This is an optimization exercise on Yosys and OpenROAD, whose aim is small area and a short achievable clock period, not a production implementation. The RTL was checked by simulation tests, not by an equivalence proof against the original design.

==> 03-03: inputs <==
==> flow/design.v (excerpt) <==
module am_modem(
    input wire clk_pin,
    input wire reset_pin,
    input wire [15:0] carrier,
    input wire [15:0] tone_a,
    input wire [15:0] tone_b,
    output wire [31:0] am_mod,
    output wire [15:0] demod
);
export LEC_CHECK = 0
export ABC_AREA = 1
export CAP_MARGIN = 20
export CORE_MARGIN = 2
export CORE_UTILIZATION = 60
export SLEW_MARGIN = 20
export SYNTH_HIERARCHICAL = 1
create_clock -name core_clock -period 60.0 [get_ports {clk_pin}]
standard.sh (not shown) runs the stock make flow with config.mk's settings and CLKGATE_MAP_FILE= SYNTH_SCRIPT=/design/flow/synth_recipe.tcl, a recipe that flattens the netlist after the stock synthesis.
==> flow/flow/run.sh <==
#!/bin/bash
# Layout flow: the standard flow (standard.sh) with two changes:
#  - Yosys's generic synth skips its internal ABC pass (SYNTH_ARGS=-noabc), so the full-adder
#    extraction sees the adders as written; registers and their names are unchanged.
#  - ports are buffered with buf_2 cells instead of the default clkdlybuf4s50_1.
# The make output goes to standard.log; ORFS keeps each tool's log under orfs/logs/.
set -uo pipefail
bash standard.sh SYNTH_ARGS=-noabc "BUFFER_PORTS_ARGS=-buffer_cell sky130_fd_sc_hd__buf_2" finish > standard.log 2>&1
status=$?
tail -n 20 standard.log
exit $status
==> 10-12: changes against 03-03 <==
CTS_CLUSTER_DIAMETER = 150   (was unset)
CTS_CLUSTER_SIZE = 24   (was unset)
==> comparison table <==
metric                                                                        03-03           10-12
Met1 routing resource usage after global routing                              35.3%           35.2%
Detailed-route via count                                                      24065           23944
Non-clock buffer total of the final layout                                      100              99
Result of the run                                                    finished clean  finished clean
Number of global-route vias before repair                                     23994           23707
Setup WS post-layout                                                       41910 ps        41980 ps
CTS clk-pin slew, worst paths                                                 60 ps          120 ps
Share of final-layout standard cells stronger than drive strength 1           11.6%           10.8%
Iteration-0 DRC Markers                                                        1422            1452
Met3 WL                                                                     2.75 mm         2.70 mm
Combined global-route utilization of all metal layers                         30.1%           29.8%
Final clock period utilization by the worst path                              30.2%           30.0%
Worst clock skew on the final layout                                        39.5 ps         31.9 ps
Register fraction of the total cell area                                      14.2%           14.5%
Final standard cell area without fillers                                29500 sq um     28900 sq um
Number of nets at the end of the flow                                          4283            4266
TritonCTS buffer count                                                           28              12


==> inputs of run Y <==
am_modem, a different RTL version from the one above (not shown whole).
Design am_modem, start of the top module:
module am_modem(
    input wire clk_pin,
    input wire reset_pin,
    input wire [15:0] carrier,
    input wire [15:0] tone_a,
    input wire [15:0] tone_b,
    output wire [31:0] am_mod,
    output wire [15:0] demod
);
wire [16:0] ab_a;
assign ab_a[0] = tone_a[0];
assign ab_a[1] = tone_a[1];
assign ab_a[2] = tone_a[2];
assign ab_a[3] = tone_a[3];
assign ab_a[4] = tone_a[4];
assign ab_a[5] = tone_a[5];
assign ab_a[6] = tone_a[6];
assign ab_a[7] = tone_a[7];
assign ab_a[8] = tone_a[8];
assign ab_a[9] = tone_a[9];
assign ab_a[10] = tone_a[10];
assign ab_a[11] = tone_a[11];
assign ab_a[12] = tone_a[12];
assign ab_a[13] = tone_a[13];
assign ab_a[14] = tone_a[14];
assign ab_a[15] = tone_a[15];
assign ab_a[16] = tone_a[15];
wire [16:0] ab_b;
assign ab_b[0] = tone_b[0];
assign ab_b[1] = tone_b[1];
assign ab_b[2] = tone_b[2];
assign ab_b[3] = tone_b[3];
assign ab_b[4] = tone_b[4];
assign ab_b[5] = tone_b[5];
assign ab_b[6] = tone_b[6];
assign ab_b[7] = tone_b[7];
assign ab_b[8] = tone_b[8];
assign ab_b[9] = tone_b[9];
assign ab_b[10] = tone_b[10];
  ...
export LEC_CHECK = 0
export ABC_AREA = 1
export CAP_MARGIN = 20
export CORE_MARGIN = 2
export CORE_UTILIZATION = 70
export CTS_CLUSTER_DIAMETER = 150
export CTS_CLUSTER_SIZE = 24
export SLEW_MARGIN = 20
export SYNTH_HIERARCHICAL = 1
create_clock -name core_clock -period 60.0 [get_ports {clk_pin}]
==> flow/flow/run.sh <==
#!/bin/bash
# Layout flow: the standard flow (standard.sh) with these changes:
#  - synthesis is synth_recipe.tcl with ORFS's synth.tcl replaced by a copy in which the final
#    ABC mapping of the top module uses flow/top.abc (ABC's area-recovering map without the
#    buffering and gate sizing steps; the layout's own repair sizes and buffers later); the
#    adder modules are mapped with the standard script. Registers and their names are unchanged.
#  - Yosys's generic synth skips its internal ABC pass (SYNTH_ARGS=-noabc), so the full-adder
#    extraction sees the adders as written; only full adders are extracted (half adders are left
#    to ABC, which merges them into the surrounding logic).
#  - ports are buffered with buf_2 cells instead of the default clkdlybuf4s50_1.
# Each step's output goes to its own log here; ORFS keeps each tool's log under orfs/logs/.
set -uo pipefail
WORK="$(pwd)"
python3 - "$FLOW_HOME/scripts/synth.tcl" "$WORK/flow/top.abc" "$WORK/synth_mod.tcl" <<'PY' > prep.log 2>&1 || exit 1
import sys
src, abc, out = sys.argv[1:4]
s = open(src).read()
old = "  log_cmd abc {*}$abc_args\n"
assert s.count(old) == 1
new = ("  set top_args $abc_args\n"
       "  lset top_args [expr {[lsearch -exact $top_args -script] + 1}] " + abc + "\n"
       "  log_cmd abc {*}$top_args $::env(DESIGN_NAME)\n"
       "  log_cmd abc {*}$abc_args {*_add}\n")
s = s.replace(old, new)
old = "  extract_fa {*}[dont_use_extract_fa_args]"
assert s.count(old) == 1
s = s.replace(old, "  extract_fa -fa")
open(out, "w").write(s)
print("wrote", out)
PY
python3 - "$WORK/synth_recipe.tcl" "$WORK/synth_mod.tcl" "$WORK/synth_own.tcl" <<'PY' >> prep.log 2>&1 || exit 1
import sys
src, mod, out = sys.argv[1:4]
s = open(src).read()
old = "source $::env(SCRIPTS_DIR)/synth.tcl"
assert s.count(old) == 1
open(out, "w").write(s.replace(old, "source " + mod))
print("wrote", out)
PY
bash standard.sh SYNTH_ARGS=-noabc "BUFFER_PORTS_ARGS=-buffer_cell sky130_fd_sc_hd__buf_2" \
    "SYNTH_SCRIPT=$WORK/synth_own.tcl" finish > standard.log 2>&1
status=$?
tail -n 20 standard.log
exit $status
==> flow/flow/top.abc <==
strash
dch
map -B 0.9
topo
stime -c
==> run D: changes against run Y <==
==> flow/flow/run.sh (replaced) <==
#!/bin/bash
# Layout flow: the standard flow (standard.sh) with these changes:
#  - Yosys's generic synth skips its internal ABC pass (SYNTH_ARGS=-noabc), so the full-adder
#    extraction sees the adders as written; registers and their names are unchanged.
#  - the multiplier's input registers get a stronger drive of the same flip-flop: the Booth
#    digit registers (each drives half a row of partial products) 4x, the k registers 2x.
#  - ports are buffered with buf_2 cells instead of the default clkdlybuf4s50_1.
# Each make run's output goes to its own log here; ORFS keeps each tool's log under orfs/logs/.
set -uo pipefail
RES="$(pwd)/orfs/results/${FLOW_PLATFORM}/am_modem/base"
ARGS=(SYNTH_ARGS=-noabc "BUFFER_PORTS_ARGS=-buffer_cell sky130_fd_sc_hd__buf_2")
bash standard.sh "${ARGS[@]}" "$RES/1_2_yosys.v" > synth.log 2>&1 || { tail -n 20 synth.log; exit 1; }
sed -i -E -e 's/^( *)sky130_fd_sc_hd__dfxtp_1( +\\(bneg|bone|btwo)n?\[)/\1sky130_fd_sc_hd__dfxtp_4\2/' \
          -e 's/^( *)sky130_fd_sc_hd__dfxtp_1( +\\kn?_r\[)/\1sky130_fd_sc_hd__dfxtp_2\2/' "$RES/1_2_yosys.v"
grep -c "dfxtp_[24]" "$RES/1_2_yosys.v" > upsized.log
bash standard.sh "${ARGS[@]}" finish > standard.log 2>&1
status=$?
tail -n 20 standard.log
exit $status
removed: flow/flow/top.abc
==> comparison table <==
Depth of the worst register-to-register path: run Y 36; run D 129
Reg-to-reg setup timing slack: run Y 46.07 ns; run D 45.84 ns
Result of the run: run Y timing/DRC/antenna clean; run D timing/DRC/antenna clean
Reg clk slew, reported paths: run Y 0.11 ns; run D 0.12 ns
Synth Instances: run Y 4287; run D 3808
Layout Cell Area excl Fill: run Y 29000 sq um; run D 29500 sq um
Total number of multi-input combinational cells: run Y 3323; run D 2828
Tap cells: run Y 525; run D 532
Number of cells in the finished layout apart from fillers: run Y 4856; run D 4295
Fill cell instance count of the final layout: run Y 3465; run D 3265
Buffers outside the clock class: run Y 101; run D 100

[what the ideal ports hide]
How much do the figures lean on ideal ports? The routed layouts below were timed once more, with nothing changed but the port constraints. Step 1 (the two cells are an assumption about what drives the block):
set clk [get_ports {clk_pin}]
set_driving_cell -lib_cell sky130_fd_sc_hd__clkbuf_16 $clk
set_driving_cell -lib_cell sky130_fd_sc_hd__buf_2 [delete_from_list [all_inputs] $clk]
Step 2 also shifts input and output timing later by t, the mid clock arrival at the registers, as if the neighbouring blocks saw the same clock. Slacks: ideal ports / drivers / drivers and shift; pairs: ideal ports / drivers.
| run | t (ns) | setup WS [ns] | worst slew at a driven data input, ns |
|---|---|---|---|
| 03-03 | 0.649 | 41.908 / 41.843 / 42.492 | 0.04 |
| 10-12 | 0.565 | 41.979 / 41.914 / 42.479 | 0.04 |
| run Y | 0.560 | 42.435 / 42.376 / 42.937 | 0.04 |
| run D | 0.566 | 42.497 / 42.439 / 43.004 | 0.05 |
After both steps setup and hold are still met in every run listed.
